Background: an optimization exercise with open tools, aiming at small area. Do not read the settings as production practice. At most, simulation tests tie the RTL to the original design; equivalence was not proved. Only the layout flow was run in run 1; the RTL was not checked for function there. Power and IR drop assume default switching activity.

==> flow/design.v (outline; a module is shown in full before it is edited, if it fits) <==
// module pcie_us_axi_dma_rd: 1166 lines
// module pcie_us_axi_dma_wr: 859 lines
// module pcie_us_axi_dma: 265 lines
// module pcie_us_axi_dma_x64: 179 lines
module pcie_us_axi_dma_x64 (
    input  wire          clk,
    input  wire          rst,
    input  wire [63:0]   s_axis_rc_tdata,
    input  wire [1:0]    s_axis_rc_tkeep,
    input  wire          s_axis_rc_tvalid,
    output wire          s_axis_rc_tready,
    input  wire          s_axis_rc_tlast,
    input  wire [74:0]   s_axis_rc_tuser,
    output wire [63:0]   m_axis_rq_tdata,
    output wire [1:0]    m_axis_rq_tkeep,
    output wire          m_axis_rq_tvalid,
    input  wire          m_axis_rq_tready,
    output wire          m_axis_rq_tlast,
    output wire [59:0]   m_axis_rq_tuser,
    input  wire [63:0]   s_axis_read_desc_pcie_addr,
    input  wire [31:0]   s_axis_read_desc_axi_addr,
    input  wire [15:0]   s_axis_read_desc_len,
    input  wire [7:0]    s_axis_read_desc_tag,
    input  wire          s_axis_read_desc_valid,
    output wire          s_axis_read_desc_ready,
    output wire [7:0]    m_axis_read_desc_status_tag,
    output wire          m_axis_read_desc_status_valid,
    input  wire [63:0]   s_axis_write_desc_pcie_addr,
    input  wire [31:0]   s_axis_write_desc_axi_addr,
    input  wire [15:0]   s_axis_write_desc_len,
    input  wire [7:0]    s_axis_write_desc_tag,
    input  wire          s_axis_write_desc_valid,
    output wire          s_axis_write_desc_ready,
    output wire [7:0]    m_axis_write_desc_status_tag,
    output wire          m_axis_write_desc_status_valid,
    output wire [7:0]    m_axi_awid,
    output wire [31:0]   m_axi_awaddr,
    output wire [7:0]    m_axi_awlen,
    output wire [2:0]    m_axi_awsize,
    output wire [1:0]    m_axi_awburst,
    output wire          m_axi_awlock,
    output wire [3:0]    m_axi_awcache,
    output wire [2:0]    m_axi_awprot,
    output wire          m_axi_awvalid,
    input  wire          m_axi_awready,
    output wire [63:0]   m_axi_wdata,
    output wire [7:0]    m_axi_wstrb,
    output wire          m_axi_wlast,
    output wire          m_axi_wvalid,
    input  wire          m_axi_wready,
    input  wire [7:0]    m_axi_bid,
    input  wire [1:0]    m_axi_bresp,
    input  wire          m_axi_bvalid,
    output wire          m_axi_bready,
    output wire [7:0]    m_axi_arid,
    output wire [31:0]   m_axi_araddr,
    output wire [7:0]    m_axi_arlen,
    output wire [2:0]    m_axi_arsize,
    output wire [1:0]    m_axi_arburst,
    output wire          m_axi_arlock,
    output wire [3:0]    m_axi_arcache,
    output wire [2:0]    m_axi_arprot,
    output wire          m_axi_arvalid,
    input  wire          m_axi_arready,
    input  wire [7:0]    m_axi_rid,
    input  wire [63:0]   m_axi_rdata,
    input  wire [1:0]    m_axi_rresp,
    input  wire          m_axi_rlast,
    input  wire          m_axi_rvalid,
    output wire          m_axi_rready,
    input  wire          read_enable,
    input  wire          write_enable,
    input  wire          ext_tag_enable,
    input  wire [15:0]   requester_id,
    input  wire          requester_id_enable,
  // ...
==> flow/run.sh <==
#!/bin/bash
# synth_recipe.tcl (not shown) runs the flow's synth.tcl, then flattens the netlist and writes it again
# the make line also repeats each setting of config.mk as NAME=value (left out here)
make -C /OpenROAD-flow-scripts/flow DESIGN_CONFIG=/design/flow/config.mk WORK_HOME=/design/flow/orfs CLKGATE_MAP_FILE= SYNTH_SCRIPT=/design/flow/synth_recipe.tcl finish
==> flow/config.mk <==
export PLATFORM = sky130hd
export DESIGN_NAME = pcie_us_axi_dma_x64
export DESIGN_NICKNAME = pcie_us_axi_dma_x64
export VERILOG_FILES = /design/flow/design.v
export SDC_FILE = /design/flow/constraint.sdc
export NUM_CORES = 8
export LEC_CHECK = 0
export CAP_MARGIN = 20
export CORE_MARGIN = 2
export CORE_UTILIZATION = 60
export CTS_BUF_LIST = sky130_fd_sc_hd__clkbuf_8
export PLACE_DENSITY = 0.7
export SLEW_MARGIN = 20
==> flow/constraint.sdc <==
create_clock -name core_clock -period 10.0 [get_ports {clk}]
set_input_delay 2.0000 -clock core_clock [delete_from_list [all_inputs] [get_ports {clk}]]
set_output_delay 2.0000 -clock core_clock [all_outputs]
set_load 0.01 [all_outputs]
==> metrics.cfg, run 1 <==
[cts]
hold_buffers=0
cts_tree=done
cts_sinks=6387
cts_resized=0

[global_route]
use_met3_pct=15.3
met1_usage_pct=55.9

[pwr]
vdd_ir_drop_max_uv=166
pg_clk_mw=21.5
comb_power_share_pct=8.5
p_seq_mw=30.0
p_leak_nw=113
power_combinational_mw=4.81

[sta]
slew_headroom_pct=9.63
fin_skew_ns=0.125
final-max-slew-violation-count=0
setup-violations-final=0

[cells_and_area]
multi_input_area_share_pct=28.9
utilization_pct=67.9
largest_reg_flops=2048
final.clkbuf_count=1158
regMostFlops=dma_inst.pcie_us_axi_dma_rd_inst.pcie_tag_table_axi_addr
final_common_cell=edfxtp_1
seq_cell_count=6387
largest_cell_class=sequential cells
multi_input_cells=13931

[routing]
drc=0
drtIter0Drc=35575
vias=211034

[synth]
syn_avg_cell_area_um2=13.2
synth_ff_type=edfxtp_1
yosysSeqAreaShare_pct=65.9
synth_compound_area_share_pct=10.1

[setup_path]
crit_path_max_incr_delay_ns=0.94
cpMaxStageDelayCell=clkdlybuf4s50_1
crit_required_ns=11.10
critPathMaxFanout=17

[run_status]
status=complete, no violations

[placed_design]
placed_cells=28466

[floorplan]
initial_utilization_pct=60.2

==> run 2, diff against run 1 <==
--- a/flow/design.v
+++ b/flow/design.v
@@ -227,111 +227,107 @@
 reg [OP_TAG_WIDTH-1:0] pcie_tag_table_start_op_tag;
 reg pcie_tag_table_start_en;
 reg [PCIE_TAG_WIDTH-1:0] pcie_tag_table_finish_ptr;
 reg pcie_tag_table_finish_en;
 reg [AXI_ADDR_WIDTH-1:0] pcie_tag_table_axi_addr[(2**PCIE_TAG_WIDTH)-1:0];
 reg [OP_TAG_WIDTH-1:0] pcie_tag_table_op_tag[(2**PCIE_TAG_WIDTH)-1:0];
 reg [(2**PCIE_TAG_WIDTH)-1:0] pcie_tag_table_active;
 reg [PCIE_TAG_WIDTH-1:0] pcie_tag_fifo_wr_tag;
-reg [PCIE_TAG_WIDTH_1+1-1:0] pcie_tag_fifo_1_wr_ptr_reg;
-reg [PCIE_TAG_WIDTH_1+1-1:0] pcie_tag_fifo_1_rd_ptr_reg, pcie_tag_fifo_1_rd_ptr_next;
-reg [PCIE_TAG_WIDTH_1-1:0] pcie_tag_fifo_1_mem [2**PCIE_TAG_WIDTH_1-1:0];
+reg [PCIE_TAG_WIDTH_1-1:0] pcie_tag_fifo_1_head_reg, pcie_tag_fifo_1_tail_reg;
+reg pcie_tag_fifo_1_valid_reg;
 reg pcie_tag_fifo_1_we;
-reg [PCIE_TAG_WIDTH_2+1-1:0] pcie_tag_fifo_2_wr_ptr_reg;
-reg [PCIE_TAG_WIDTH_2+1-1:0] pcie_tag_fifo_2_rd_ptr_reg, pcie_tag_fifo_2_rd_ptr_next;
-reg [PCIE_TAG_WIDTH_2-1:0] pcie_tag_fifo_2_mem [2**PCIE_TAG_WIDTH_2-1:0];
+reg pcie_tag_fifo_1_pop;
+reg [PCIE_TAG_WIDTH_2-1:0] pcie_tag_fifo_2_head_reg, pcie_tag_fifo_2_tail_reg;
+reg pcie_tag_fifo_2_valid_reg;
 reg pcie_tag_fifo_2_we;
+reg pcie_tag_fifo_2_pop;
+reg [PCIE_TAG_WIDTH-1:0] pcie_tag_link_wr_ptr;
+reg pcie_tag_link_we;
 reg [OP_TAG_WIDTH-1:0] op_table_start_ptr;
 reg [TAG_WIDTH-1:0] op_table_start_tag;
 reg op_table_start_en;
 reg [OP_TAG_WIDTH-1:0] op_table_write_start_ptr;
 reg op_table_write_start_commit;
 reg op_table_write_start_en;
 reg [OP_TAG_WIDTH-1:0] op_table_write_finish_ptr;
 reg op_table_write_finish_en;
 reg op_read_done;
 parameter WR_COUNT_WIDTH = 11;
 localparam [WR_COUNT_WIDTH-1:0] WR_COUNT_ZERO = 11'b00000000001;
 localparam [WR_COUNT_WIDTH-1:0] WR_COUNT_ONE = 11'b00000000010;
 reg [TAG_WIDTH-1:0] op_table_tag [2**OP_TAG_WIDTH-1:0];
 reg op_table_write_commit [2**OP_TAG_WIDTH-1:0];
 reg [WR_COUNT_WIDTH-1:0] op_table_write_count [2**OP_TAG_WIDTH-1:0];
-reg [OP_TAG_WIDTH+1-1:0] op_tag_fifo_wr_ptr_reg;
-reg [OP_TAG_WIDTH+1-1:0] op_tag_fifo_rd_ptr_reg, op_tag_fifo_rd_ptr_next;
-reg [OP_TAG_WIDTH-1:0] op_tag_fifo_mem [2**OP_TAG_WIDTH-1:0];
+reg [OP_TAG_WIDTH-1:0] op_tag_fifo_head_reg, op_tag_fifo_tail_reg;
+reg op_tag_fifo_valid_reg;
 reg [OP_TAG_WIDTH-1:0] op_tag_fifo_wr_tag;
 reg op_tag_fifo_we;
+reg op_tag_fifo_pop;
+reg op_tag_link_we;
 integer i;
 reg [2**PCIE_TAG_WIDTH-1:0] tag_rd_sel;
 reg [AXI_ADDR_WIDTH-1:0] tag_rd_axi_addr;
 reg [OP_TAG_WIDTH-1:0] tag_rd_op_tag;
 reg tag_rd_active;
 reg [2**OP_TAG_WIDTH-1:0] bid_rd_sel;
 reg [TAG_WIDTH-1:0] bid_rd_tag;
 reg bid_rd_commit;
 reg bid_rd_count_one;
 reg [2**OP_TAG_WIDTH-1:0] op_rd_sel;
 reg [2**OP_TAG_WIDTH-1:0] op_tag_fifo_rd_sel;
-reg [OP_TAG_WIDTH-1:0] op_tag_fifo_rd_data;
-reg [2**PCIE_TAG_WIDTH_1-1:0] pcie_tag_fifo_1_rd_sel;
-reg [PCIE_TAG_WIDTH_1-1:0] pcie_tag_fifo_1_rd_data;
-reg [2**PCIE_TAG_WIDTH_2-1:0] pcie_tag_fifo_2_rd_sel;
-reg [PCIE_TAG_WIDTH_2-1:0] pcie_tag_fifo_2_rd_data;
+reg [OP_TAG_WIDTH-1:0] op_tag_fifo_rd_link;
+reg [2**PCIE_TAG_WIDTH-1:0] pcie_tag_fifo_rd_sel;
+reg [PCIE_TAG_WIDTH_1-1:0] pcie_tag_fifo_rd_link;
 integer k;
 integer m;
 always @* begin
     tag_rd_sel = {{2**PCIE_TAG_WIDTH-1{1'b0}}, 1'b1} << s_axis_rc_tdata[PCIE_TAG_WIDTH-1:0];
     tag_rd_axi_addr = 0;
     tag_rd_op_tag = 0;
     tag_rd_active = 1'b0;
     for (k = 0; k < 2**PCIE_TAG_WIDTH; k = k + 1) begin
         tag_rd_axi_addr = tag_rd_axi_addr | (pcie_tag_table_axi_addr[k] & {AXI_ADDR_WIDTH{tag_rd_sel[k]}});
         tag_rd_op_tag = tag_rd_op_tag | (pcie_tag_table_op_tag[k] & {OP_TAG_WIDTH{tag_rd_sel[k]}});
         tag_rd_active = tag_rd_active | (pcie_tag_table_active[k] & tag_rd_sel[k]);
     end
     bid_rd_sel = {{2**OP_TAG_WIDTH-1{1'b0}}, 1'b1} << m_axi_bid[OP_TAG_WIDTH-1:0];
     op_rd_sel = {{2**OP_TAG_WIDTH-1{1'b0}}, 1'b1} << op_tag_reg;
-    op_tag_fifo_rd_sel = {{2**OP_TAG_WIDTH-1{1'b0}}, 1'b1} << op_tag_fifo_rd_ptr_reg[OP_TAG_WIDTH-1:0];
+    op_tag_fifo_rd_sel = {{2**OP_TAG_WIDTH-1{1'b0}}, 1'b1} << op_tag_fifo_head_reg;
     bid_rd_tag = 0;
     bid_rd_commit = 1'b0;
     bid_rd_count_one = 1'b0;
-    op_tag_fifo_rd_data = 0;
+    op_tag_fifo_rd_link = 0;
     for (k = 0; k < 2**OP_TAG_WIDTH; k = k + 1) begin
         bid_rd_tag = bid_rd_tag | (op_table_tag[k] & {TAG_WIDTH{bid_rd_sel[k]}});
         bid_rd_commit = bid_rd_commit | (op_table_write_commit[k] & bid_rd_sel[k]);
         bid_rd_count_one = bid_rd_count_one | (op_table_write_count[k] == WR_COUNT_ONE && bid_rd_sel[k]);
-        op_tag_fifo_rd_data = op_tag_fifo_rd_data | (op_tag_fifo_mem[k] & {OP_TAG_WIDTH{op_tag_fifo_rd_sel[k]}});
+        op_tag_fifo_rd_link = op_tag_fifo_rd_link | (op_table_tag[k][OP_TAG_WIDTH-1:0] & {OP_TAG_WIDTH{op_tag_fifo_rd_sel[k]}});
     end
-    pcie_tag_fifo_1_rd_sel = {{2**PCIE_TAG_WIDTH_1-1{1'b0}}, 1'b1} << pcie_tag_fifo_1_rd_ptr_reg[PCIE_TAG_WIDTH_1-1:0];
-    pcie_tag_fifo_2_rd_sel = {{2**PCIE_TAG_WIDTH_2-1{1'b0}}, 1'b1} << pcie_tag_fifo_2_rd_ptr_reg[PCIE_TAG_WIDTH_2-1:0];
-    pcie_tag_fifo_1_rd_data = 0;
-    pcie_tag_fifo_2_rd_data = 0;
-    for (k = 0; k < 2**PCIE_TAG_WIDTH_1; k = k + 1) begin
-        pcie_tag_fifo_1_rd_data = pcie_tag_fifo_1_rd_data | (pcie_tag_fifo_1_mem[k] & {PCIE_TAG_WIDTH_1{pcie_tag_fifo_1_rd_sel[k]}});
-    end
-    for (k = 0; k < 2**PCIE_TAG_WIDTH_2; k = k + 1) begin
-        pcie_tag_fifo_2_rd_data = pcie_tag_fifo_2_rd_data | (pcie_tag_fifo_2_mem[k] & {PCIE_TAG_WIDTH_2{pcie_tag_fifo_2_rd_sel[k]}});
+    pcie_tag_fifo_rd_sel = {{2**PCIE_TAG_WIDTH-1{1'b0}}, 1'b1} << (pcie_tag_fifo_1_valid_reg ? {1'b0, pcie_tag_fifo_1_head_reg} : {1'b1, pcie_tag_fifo_2_head_reg});
+    pcie_tag_fifo_rd_link = 0;
+    for (k = 0; k < 2**PCIE_TAG_WIDTH; k = k + 1) begin
+        pcie_tag_fifo_rd_link = pcie_tag_fifo_rd_link | (pcie_tag_table_op_tag[k][PCIE_TAG_WIDTH_1-1:0] & {PCIE_TAG_WIDTH_1{pcie_tag_fifo_rd_sel[k]}});
     end
 end
 always @* begin
     req_state_next = REQ_STATE_IDLE;
     s_axis_read_desc_ready_next = 1'b0;
     req_pcie_addr_next = req_pcie_addr_reg;
     req_axi_addr_next = req_axi_addr_reg;
     req_op_count_next = req_op_count_reg;
     req_tlp_count_next = req_tlp_count_reg;
     req_op_tag_next = req_op_tag_reg;
     req_pcie_tag_next = req_pcie_tag_reg;
     req_pcie_tag_valid_next = req_pcie_tag_valid_reg;
     inc_active_tx = 1'b0;
-    op_table_start_ptr = op_tag_fifo_rd_data;
+    op_table_start_ptr = op_tag_fifo_head_reg;
     op_table_start_tag = s_axis_read_desc_tag;
     op_table_start_en = 1'b0;
-    op_tag_fifo_rd_ptr_next = op_tag_fifo_rd_ptr_reg;
+    op_tag_fifo_pop = 1'b0;
     if (req_op_count_reg + req_pcie_addr_reg[1:0] <= {max_read_request_size_dw_reg, 2'b00}) begin
         if (((req_pcie_addr_reg & 12'hfff) + (req_op_count_reg & 12'hfff)) >> 12 != 0 || req_op_count_reg >> 12 != 0) begin
             req_tlp_count_next = 13'h1000 - req_pcie_addr_reg[11:0];
             dword_count = 11'h400 - req_pcie_addr_reg[11:2];
             req_last_tlp = (((req_pcie_addr_reg & 12'hfff) + (req_op_count_reg & 12'hfff)) & 12'hfff) == 0;
             req_pcie_addr[PCIE_ADDR_WIDTH-1:12] = req_pcie_addr_reg[PCIE_ADDR_WIDTH-1:12]+1;
             req_pcie_addr[11:0] = 12'd0;
         end else begin
@@ -425,27 +421,27 @@
         m_axis_rq_tdata_int = tlp_header_data[63:0];
         m_axis_rq_tkeep_int = 2'b11;
         m_axis_rq_tlast_int = 1'b0;
     end
     m_axis_rq_tvalid_int = 1'b0;
     m_axis_rq_tuser_int = tlp_tuser;
     case (req_state_reg)
         REQ_STATE_IDLE: begin
-            s_axis_read_desc_ready_next = init_done_reg && enable && (op_tag_fifo_rd_ptr_reg != op_tag_fifo_wr_ptr_reg);
+            s_axis_read_desc_ready_next = init_done_reg && enable && op_tag_fifo_valid_reg;
             if (s_axis_read_desc_ready && s_axis_read_desc_valid) begin
                 s_axis_read_desc_ready_next = 1'b0;
                 req_pcie_addr_next = s_axis_read_desc_pcie_addr;
                 req_axi_addr_next = s_axis_read_desc_axi_addr;
                 req_op_count_next = s_axis_read_desc_len;
-                req_op_tag_next = op_tag_fifo_rd_data;
-                op_table_start_ptr = op_tag_fifo_rd_data;
+                req_op_tag_next = op_tag_fifo_head_reg;
+                op_table_start_ptr = op_tag_fifo_head_reg;
                 op_table_start_tag = s_axis_read_desc_tag;
                 op_table_start_en = 1'b1;
-                op_tag_fifo_rd_ptr_next = op_tag_fifo_rd_ptr_reg+1;
+                op_tag_fifo_pop = 1'b1;
                 req_state_next = REQ_STATE_START;
             end else begin
                 req_state_next = REQ_STATE_IDLE;
             end
         end
         REQ_STATE_START: begin
             if (m_axis_rq_tready_int_reg && req_pcie_tag_valid_reg && (!TX_FC_ENABLE || have_credit_reg) && (!RQ_SEQ_NUM_ENABLE || active_tx_count_av_reg)) begin
                 m_axis_rq_tvalid_int = 1'b1;
@@ -454,17 +450,17 @@
                     req_pcie_addr_next = req_pcie_addr;
                     req_axi_addr_next = req_axi_addr_reg + req_tlp_count_next;
                     req_op_count_next = req_op_count_reg - req_tlp_count_next;
                     pcie_tag_table_start_en = 1'b1;
                     req_pcie_tag_valid_next = 1'b0;
                     if (!req_last_tlp) begin
                         req_state_next = REQ_STATE_START;
                     end else begin
-                        s_axis_read_desc_ready_next = init_done_reg && enable && (op_tag_fifo_rd_ptr_reg != op_tag_fifo_wr_ptr_reg);
+                        s_axis_read_desc_ready_next = init_done_reg && enable && op_tag_fifo_valid_reg;
                         req_state_next = REQ_STATE_IDLE;
                     end
                 end else begin
                     req_state_next = REQ_STATE_HEADER;
                 end
             end else begin
                 req_state_next = REQ_STATE_START;
             end
@@ -479,36 +475,36 @@
                     req_axi_addr_next = req_axi_addr_reg + req_tlp_count_next;
                     req_op_count_next = req_op_count_reg - req_tlp_count_next;
                     m_axis_rq_tvalid_int = 1'b1;
                     pcie_tag_table_start_en = 1'b1;
                     req_pcie_tag_valid_next = 1'b0;
                     if (!req_last_tlp) begin
                         req_state_next = REQ_STATE_START;
                     end else begin
-                        s_axis_read_desc_ready_next = init_done_reg && enable && (op_tag_fifo_rd_ptr_reg != op_tag_fifo_wr_ptr_reg);
+                        s_axis_read_desc_ready_next = init_done_reg && enable && op_tag_fifo_valid_reg;
                         req_state_next = REQ_STATE_IDLE;
                     end
                 end else begin
                     req_state_next = REQ_STATE_HEADER;
                 end
             end
         end
     endcase
-    pcie_tag_fifo_1_rd_ptr_next = pcie_tag_fifo_1_rd_ptr_reg;
-    pcie_tag_fifo_2_rd_ptr_next = pcie_tag_fifo_2_rd_ptr_reg;
+    pcie_tag_fifo_1_pop = 1'b0;
+    pcie_tag_fifo_2_pop = 1'b0;
     if (!req_pcie_tag_valid_next) begin
-        if (pcie_tag_fifo_1_rd_ptr_reg != pcie_tag_fifo_1_wr_ptr_reg) begin
-            req_pcie_tag_next = pcie_tag_fifo_1_rd_data;
+        if (pcie_tag_fifo_1_valid_reg) begin
+            req_pcie_tag_next = {1'b0, pcie_tag_fifo_1_head_reg};
             req_pcie_tag_valid_next = 1'b1;
-            pcie_tag_fifo_1_rd_ptr_next = pcie_tag_fifo_1_rd_ptr_reg + 1;
-        end else if (PCIE_TAG_COUNT > 32 && ext_tag_enable && pcie_tag_fifo_2_rd_ptr_reg != pcie_tag_fifo_2_wr_ptr_reg) begin
-            req_pcie_tag_next = {1'b1, pcie_tag_fifo_2_rd_data};
+            pcie_tag_fifo_1_pop = 1'b1;
+        end else if (PCIE_TAG_COUNT > 32 && ext_tag_enable && pcie_tag_fifo_2_valid_reg) begin
+            req_pcie_tag_next = {1'b1, pcie_tag_fifo_2_head_reg};
             req_pcie_tag_valid_next = 1'b1;
-            pcie_tag_fifo_2_rd_ptr_next = pcie_tag_fifo_2_rd_ptr_reg + 1;
+            pcie_tag_fifo_2_pop = 1'b1;
         end
     end
 end
 integer j;
 always @* begin
     op_read_done = !(req_state_reg != REQ_STATE_IDLE && req_op_tag_reg == op_tag_reg);
     for (j = 0; j < 2**PCIE_TAG_WIDTH; j = j + 1) begin
         if (pcie_tag_table_active[j] && pcie_tag_table_op_tag[j] == op_tag_reg && j != pcie_tag_reg) begin
@@ -971,26 +967,55 @@
             pcie_tag_table_axi_addr[pcie_tag_table_start_ptr] <= pcie_tag_table_start_axi_addr;
             pcie_tag_table_op_tag[pcie_tag_table_start_ptr] <= pcie_tag_table_start_op_tag;
             pcie_tag_table_active[pcie_tag_table_start_ptr] <= 1'b1;
         end
         if (pcie_tag_table_finish_en) begin
             pcie_tag_table_active[pcie_tag_table_finish_ptr] <= 1'b0;
         end
     end
+    pcie_tag_link_we = 1'b0;
+    pcie_tag_link_wr_ptr = {1'b0, pcie_tag_fifo_1_tail_reg};
+    if (pcie_tag_fifo_1_pop) begin
+        if (pcie_tag_fifo_1_head_reg == pcie_tag_fifo_1_tail_reg) begin
+            pcie_tag_fifo_1_valid_reg <= 1'b0;
+        end else begin
+            pcie_tag_fifo_1_head_reg <= pcie_tag_fifo_rd_link;
+        end
+    end
     if (pcie_tag_fifo_1_we) begin
-        pcie_tag_fifo_1_mem[pcie_tag_fifo_1_wr_ptr_reg[PCIE_TAG_WIDTH_1-1:0]] <= pcie_tag_fifo_wr_tag;
-        pcie_tag_fifo_1_wr_ptr_reg <= pcie_tag_fifo_1_wr_ptr_reg + 1;
+        if (!pcie_tag_fifo_1_valid_reg || (pcie_tag_fifo_1_pop && pcie_tag_fifo_1_head_reg == pcie_tag_fifo_1_tail_reg)) begin
+            pcie_tag_fifo_1_head_reg <= pcie_tag_fifo_wr_tag[PCIE_TAG_WIDTH_1-1:0];
+        end else begin
+            pcie_tag_link_we = 1'b1;
+            pcie_tag_link_wr_ptr = {1'b0, pcie_tag_fifo_1_tail_reg};
+        end
+        pcie_tag_fifo_1_tail_reg <= pcie_tag_fifo_wr_tag[PCIE_TAG_WIDTH_1-1:0];
+        pcie_tag_fifo_1_valid_reg <= 1'b1;
+    end
+    if (pcie_tag_fifo_2_pop) begin
+        if (pcie_tag_fifo_2_head_reg == pcie_tag_fifo_2_tail_reg) begin
+            pcie_tag_fifo_2_valid_reg <= 1'b0;
+        end else begin
+            pcie_tag_fifo_2_head_reg <= pcie_tag_fifo_rd_link;
+        end
     end
-    pcie_tag_fifo_1_rd_ptr_reg <= pcie_tag_fifo_1_rd_ptr_next;
     if (pcie_tag_fifo_2_we) begin
-        pcie_tag_fifo_2_mem[pcie_tag_fifo_2_wr_ptr_reg[PCIE_TAG_WIDTH_2-1:0]] <= pcie_tag_fifo_wr_tag;
-        pcie_tag_fifo_2_wr_ptr_reg <= pcie_tag_fifo_2_wr_ptr_reg + 1;
+        if (!pcie_tag_fifo_2_valid_reg || (pcie_tag_fifo_2_pop && pcie_tag_fifo_2_head_reg == pcie_tag_fifo_2_tail_reg)) begin
+            pcie_tag_fifo_2_head_reg <= pcie_tag_fifo_wr_tag[PCIE_TAG_WIDTH_2-1:0];
+        end else begin
+            pcie_tag_link_we = 1'b1;
+            pcie_tag_link_wr_ptr = {1'b1, pcie_tag_fifo_2_tail_reg};
+        end
+        pcie_tag_fifo_2_tail_reg <= pcie_tag_fifo_wr_tag[PCIE_TAG_WIDTH_2-1:0];
+        pcie_tag_fifo_2_valid_reg <= 1'b1;
+    end
+    if (pcie_tag_link_we) begin
+        pcie_tag_table_op_tag[pcie_tag_link_wr_ptr] <= pcie_tag_fifo_wr_tag[PCIE_TAG_WIDTH_1-1:0];
     end
-    pcie_tag_fifo_2_rd_ptr_reg <= pcie_tag_fifo_2_rd_ptr_next;
     if (op_table_start_en) begin
         op_table_tag[op_table_start_ptr] <= op_table_start_tag;
     end
     if (op_table_write_start_en) begin
         op_table_write_commit[op_table_write_start_ptr] <= op_table_write_start_commit;
     end else if (op_table_write_start_commit) begin
         op_table_write_commit[op_table_write_start_ptr] <= op_table_write_start_commit;
     end
@@ -1000,43 +1025,55 @@
                 op_table_write_count[m] <= WR_COUNT_ZERO;
             end
         end else if (op_table_write_start_en && op_rd_sel[m] && !(op_table_write_finish_en && bid_rd_sel[m])) begin
             op_table_write_count[m] <= {op_table_write_count[m][WR_COUNT_WIDTH-2:0], op_table_write_count[m][10] ^ op_table_write_count[m][8]};
         end else if (op_table_write_finish_en && bid_rd_sel[m] && !(op_table_write_start_en && op_rd_sel[m])) begin
             op_table_write_count[m] <= {op_table_write_count[m][0] ^ op_table_write_count[m][9], op_table_write_count[m][WR_COUNT_WIDTH-1:1]};
         end
     end
+    op_tag_link_we = 1'b0;
+    if (op_tag_fifo_pop) begin
+        if (op_tag_fifo_head_reg == op_tag_fifo_tail_reg) begin
+            op_tag_fifo_valid_reg <= 1'b0;
+        end else begin
+            op_tag_fifo_head_reg <= op_tag_fifo_rd_link;
+        end
+    end
     if (op_tag_fifo_we) begin
-        op_tag_fifo_mem[op_tag_fifo_wr_ptr_reg[OP_TAG_WIDTH-1:0]] <= op_tag_fifo_wr_tag;
-        op_tag_fifo_wr_ptr_reg <= op_tag_fifo_wr_ptr_reg + 1;
+        if (!op_tag_fifo_valid_reg || (op_tag_fifo_pop && op_tag_fifo_head_reg == op_tag_fifo_tail_reg)) begin
+            op_tag_fifo_head_reg <= op_tag_fifo_wr_tag;
+        end else begin
+            op_tag_link_we = 1'b1;
+        end
+        op_tag_fifo_tail_reg <= op_tag_fifo_wr_tag;
+        op_tag_fifo_valid_reg <= 1'b1;
+    end
+    if (op_tag_link_we) begin
+        op_table_tag[op_tag_fifo_tail_reg] <= op_tag_fifo_wr_tag;
     end
-    op_tag_fifo_rd_ptr_reg <= op_tag_fifo_rd_ptr_next;
     if (rst) begin
         req_state_reg <= REQ_STATE_IDLE;
         tlp_state_reg <= TLP_STATE_IDLE;
         init_count_reg <= 0;
         init_done_reg <= 1'b0;
         init_pcie_tag_reg <= 1'b1;
         init_op_tag_reg <= 1'b1;
         req_pcie_tag_valid_reg <= 1'b0;
         finish_tag_reg <= 1'b0;
         s_axis_rc_tready_reg <= 1'b0;
         s_axis_read_desc_ready_reg <= 1'b0;
         m_axis_read_desc_status_valid_reg <= 1'b0;
         m_axi_awvalid_reg <= 1'b0;
         m_axi_bready_reg <= 1'b0;
         active_tx_count_reg <= {RQ_SEQ_NUM_WIDTH{1'b0}};
         active_tx_count_av_reg <= 1'b1;
-        pcie_tag_fifo_1_wr_ptr_reg <= 0;
-        pcie_tag_fifo_1_rd_ptr_reg <= 0;
-        pcie_tag_fifo_2_wr_ptr_reg <= 0;
-        pcie_tag_fifo_2_rd_ptr_reg <= 0;
-        op_tag_fifo_wr_ptr_reg <= 0;
-        op_tag_fifo_rd_ptr_reg <= 0;
+        pcie_tag_fifo_1_valid_reg <= 1'b0;
+        pcie_tag_fifo_2_valid_reg <= 1'b0;
+        op_tag_fifo_valid_reg <= 1'b0;
         status_error_cor_reg <= 1'b0;
         status_error_uncor_reg <= 1'b0;
     end
 end
 reg [AXIS_PCIE_DATA_WIDTH-1:0]    m_axis_rq_tdata_reg;
 reg [AXIS_PCIE_KEEP_WIDTH-1:0]    m_axis_rq_tkeep_reg;
 reg                               m_axis_rq_tvalid_reg, m_axis_rq_tvalid_next;
 reg                               m_axis_rq_tlast_reg;
==> run 2 against run 1 <==
Now fails the layout checks on antenna rules. Setup slack better by 0.095 ns. Register-to-register slack improved by 0.07 ns. Flip-flop and latch count is 707 lower. First-iteration DRC count rose by 31%. Combinational power up 42%. Clock power shrank 11%. Final area fell by 4.1%. Synthesized cell count up 6.6%. Core utilization is 0.090 points lower. Die area fell by 4.0%. Non-clock buffer count is 133 higher. Global-route usage increased by 9.2 points.
==> metrics.cfg, run 2 <==
[floorplan]
io_pins=855  ; unchanged
die_w_um=683  ; was 697 um
initial_utilization_pct=60.2  ; about the same
rows=249  ; was 254
die_area_um2=466000  ; was 486000 um^2
die_h_um=683  ; was 697 um
core_area_um2=459000  ; was 478000 um^2

[cts]
cts_root_buffer=clkbuf_8  ; unchanged
htree_levels=6  ; was 7
clk_pin_slew_ns=0.06  ; about the same
insertion_delay_ns=1.58  ; was 1.43 ns
cts_tree=done  ; unchanged
cts_setup_buffers=0  ; unchanged
cts_sinks=5680  ; was 6387
hold_buffers=0  ; unchanged
cts_resized=0  ; unchanged
numCtsBuffers=879  ; was 1114
clock_path_buffers=4  ; was 5

[pwr]
p_leak_nw=108  ; was 113 nW
vdd_ir_drop_max_uv=196  ; was 166 uV
power.total_mw=53.0  ; was 56.3 mW
power.density_nw_per_um2=170  ; was 173 nW/um^2

[synth]
synthArstFlopShare_pct=0  ; unchanged
ys_types=111  ; was 105
synthCells=23322  ; was 21886
synth_compound_area_share_pct=12.2  ; was 10.1%
synth-simple-area-share_pct=13.0  ; was 11.1%
synth_xor_area_share_pct=3.33  ; was 3.25%
synth_top_family_by_area=simple AND/OR/NAND/NOR gates  ; unchanged
synth_fa_ha_area_share_pct=1.83  ; was 1.87%
synthesis.area_um2=276000  ; was 288000 um^2
yosysWarnings=3  ; unchanged
yosysMostFrequentCell=edfxtp_1  ; unchanged
yosysSeqAreaShare_pct=60.4  ; was 65.9%
synth_mux_area_share_pct=6.46  ; was 5.39%
yosysTopAreaCell=edfxtp_1  ; unchanged
syn_avg_cell_area_um2=11.9  ; was 13.2 um^2
netlist_top_cells_count=edfxtp_1 (5315), nand2_1 (2810), nor2_1 (1449)  ; was edfxtp_1 (6195), nand2_1 (2335), nor2_1 (1419)
synth_seq_cells=5680  ; was 6387
synth_ff_type=edfxtp_1  ; unchanged
netlist_top_cells_area=edfxtp_1 (58%), nand2_1 (3.8%), mux2i_1 (3.3%)  ; was edfxtp_1 (65%), nand2_1 (3.0%), a22oi_1 (2.9%)
synth_edf_count=5315  ; was 6195
netlist.area_leader.share_pct=57.7  ; was 64.6%

[cells_and_area]
fin_cells=31255  ; was 30364
utilization_pct=67.8  ; was 67.9%
final_common_cell=edfxtp_1  ; unchanged
fillCellCount=32664  ; was 34144
multi_input_area_um2=105000  ; was 94000 um^2
nNetsFinal=25104  ; was 24115
fin_area_um2=311000  ; was 325000 um^2
biggestRegsByFlops=dma_inst.pcie_us_axi_dma_rd_inst.pcie_tag_table_axi_addr (2048), dma_inst.pcie_us_axi_dma_rd_inst.op_table_write_count (704)  ; unchanged
regMostFlops=dma_inst.pcie_us_axi_dma_rd_inst.pcie_tag_table_axi_addr  ; unchanged
register_area_um2=167000  ; was 190000 um^2
syn_to_final_growth_pct=12.6  ; was 12.7%
mostFrequentLayoutCells=edfxtp_1 (5315), nand2_1 (2802), nand3_1 (1330)  ; was edfxtp_1 (6195), nand2_1 (2326), nor2_1 (1247)
layout-drive-gt1-share_pct=12.3  ; was 12.9%
largest_reg_flops=2048  ; unchanged

[routing]
vias=232938  ; was 211034
drc=0  ; unchanged
via_per_inst=7.45  ; was 6.95
ant_nets=1  ; was 0
wirelength_um=1250000  ; was 1070000 um
drtIter0Drc=46434  ; was 35575
firstDrtPassIters=14  ; was 13
wl_per_cell_um=40.0  ; was 35.1 um

[sta]
hold_slack_ns=0.463  ; was 0.458 ns
final-max-slew-violation-count=0  ; unchanged
fin_crit_sh_pct=92.3  ; was 93.2%
max_freq_mhz=108  ; was 107 MHz
slew_headroom_pct=8.50  ; was 9.63%
rsz0062_at_grt=no  ; unchanged
fin_tns_setup_ns=0  ; unchanged
period_minus_slack_ns=9.23  ; was 9.32 ns
setup_slack_ns=0.771  ; was 0.675 ns
fin_skew_ns=0.238  ; was 0.125 ns
worstMarginPinSlew_ns=1.37  ; was 1.36 ns
hold_viol_final=0  ; unchanged
setup-violations-final=0  ; unchanged

[global_route]
grt_max_degree=189  ; was 239
antenna_found_initial=175  ; was 74
grt-ovfl-total=0  ; unchanged
grt_pass1_vias=210183  ; was 197148
grt_pass1_wl_um=1680000  ; was 1470000 um
grt_use_total_pct=52.2  ; was 42.9%

[placed_design]
gp_congestion=1.18  ; was 1.04
dp_hpwl_um=833000  ; was 692000 um
portBuffers=678  ; unchanged
placed_cells=29457  ; was 28466
placed_area_um2=294000  ; was 305000 um^2
pre_cts_ws_ns=-0.0573  ; was -0.301 ns

[run_status]
violatedChecks=antenna rules
status=failed layout checks  ; was complete, no violations

[setup_path]
cpMaxStageDelayCell=nand3_1  ; was clkdlybuf4s50_1
cp_cell_sequence=clkdlybuf4s50_1 > ha_1 > nor3b_2 > and2_2 > buf_4 > a22oi_1 > nand4_1 > nor4_1 > nand3_1 > ha_1 > a2111oi_0 > buf_4 > nand2b_1 > xor2_1 > inv_1 > ha_1 > o21a_1 > o21ai_0 > a21oi_1 > o41ai_1 > a21boi_0 > a22o_1 > o211a_1
criticalPathCategory=input pin to flip-flop  ; unchanged
cp-start-kind=input pin  ; unchanged
cp_top_family=simple AND/OR/NAND/NOR gates  ; unchanged
critPathMaxFanout=12  ; was 17
cpMostUsedCell=ha_1  ; was buf_4
crit_path_max_incr_delay_ns=1.08  ; was 0.94 ns
critPathArrivalTime_ns=10.35  ; was 10.42 ns
worst-path-buf-inv=4  ; was 8
cp-end-kind=flip-flop  ; unchanged
crit_required_ns=11.13  ; was 11.10 ns

[job]
max_cap_viol_count=0  ; unchanged

[hold_path]
hp-class=flip-flop to flip-flop  ; unchanged

-- run 2: metal layers --
metal,global-route usage (%),share of wire (%)
met1,63.3,32
met2,70.5,40
met3,26.2,18
met4,39.9,10
met5,1.95,0.13
-- run 2: cells by family (layout without fill, tap and decap cells) --
logic type               count (synthesis)  after routing
XOR/XNOR                              1048           1048
multiplexers                          1472           1472
AND/OR/NAND/NOR                       7653           7653
adder cells (fa/ha/maj)                394            394
other                                    2            246
buffers and inverters                 1937           3477
flip-flops                            5680           5680
AO/OA/AOI/OAI                         5136           5136
-- run 2: area by class of cell --
cell class | instances | area share [%]
antenna | 162 | 0.130
clock buffer | 925 | 4.09
inverter | 315 | 0.382
clock inverter | 694 | 1.31
tap | 6149 | 2.47
timing repair buffer | 1543 | 4.37
sequential | 5680 | 53.6
multi-input combinational | 15787 | 33.6
-- run 2: path summary, 6_finish.rpt --
check	slack [ns]	depth (start not counted)	start	endpoint
min reg2reg	0.46	0	dma_inst.pcie_us_axi_dma_rd_inst.axi_addr_reg[6]$_DFFE_PP_	flip-flop
max reg2reg	0.89	25	flip-flop	flip-flop
max	0.77	23	s_axis_rc_tdata[0]	dma_inst.pcie_us_axi_dma_rd_inst.tr_count_reg[10]$_DFFE_PP_
min	0.46	0	dma_inst.pcie_us_axi_dma_rd_inst.axi_addr_reg[6]$_DFFE_PP_	flip-flop
-- run 2: report_power, final --
group	internal [mW]	switching, mW	total [mW]
logic	2.24	4.61	6.85
registers	26.4	0.560	27.0
clock network	9.31	9.86	19.2

afterwards: timing with drivers on the ports:
No port has a modelled driver above. Below, the same layouts with a new extraction and two added sets of constraints. Step 1 sets driving cells, clkbuf_16 on the clock port and buf_2 on the other inputs (assumed; they add their load-dependent delay and slew). Step 2 also shifts input and output timing later by t, the mid clock arrival at the registers, as if the neighbouring blocks saw the same clock. Slacks: no drivers / after step 1 / after step 2; pairs: no drivers / after step 1.
run	t, ns	setup slack, ns	hold WS [ns]
run 1	1.506	0.675 / 0.784 / -0.722	0.458 / 0.458 / 0.458
run 2	1.591	0.771 / 0.879 / -0.712	0.463 / 0.463 / 0.463
The setup slack of run 2, which loses most, moves by +0.108 ns with the drivers and by -1.483 ns with both steps.
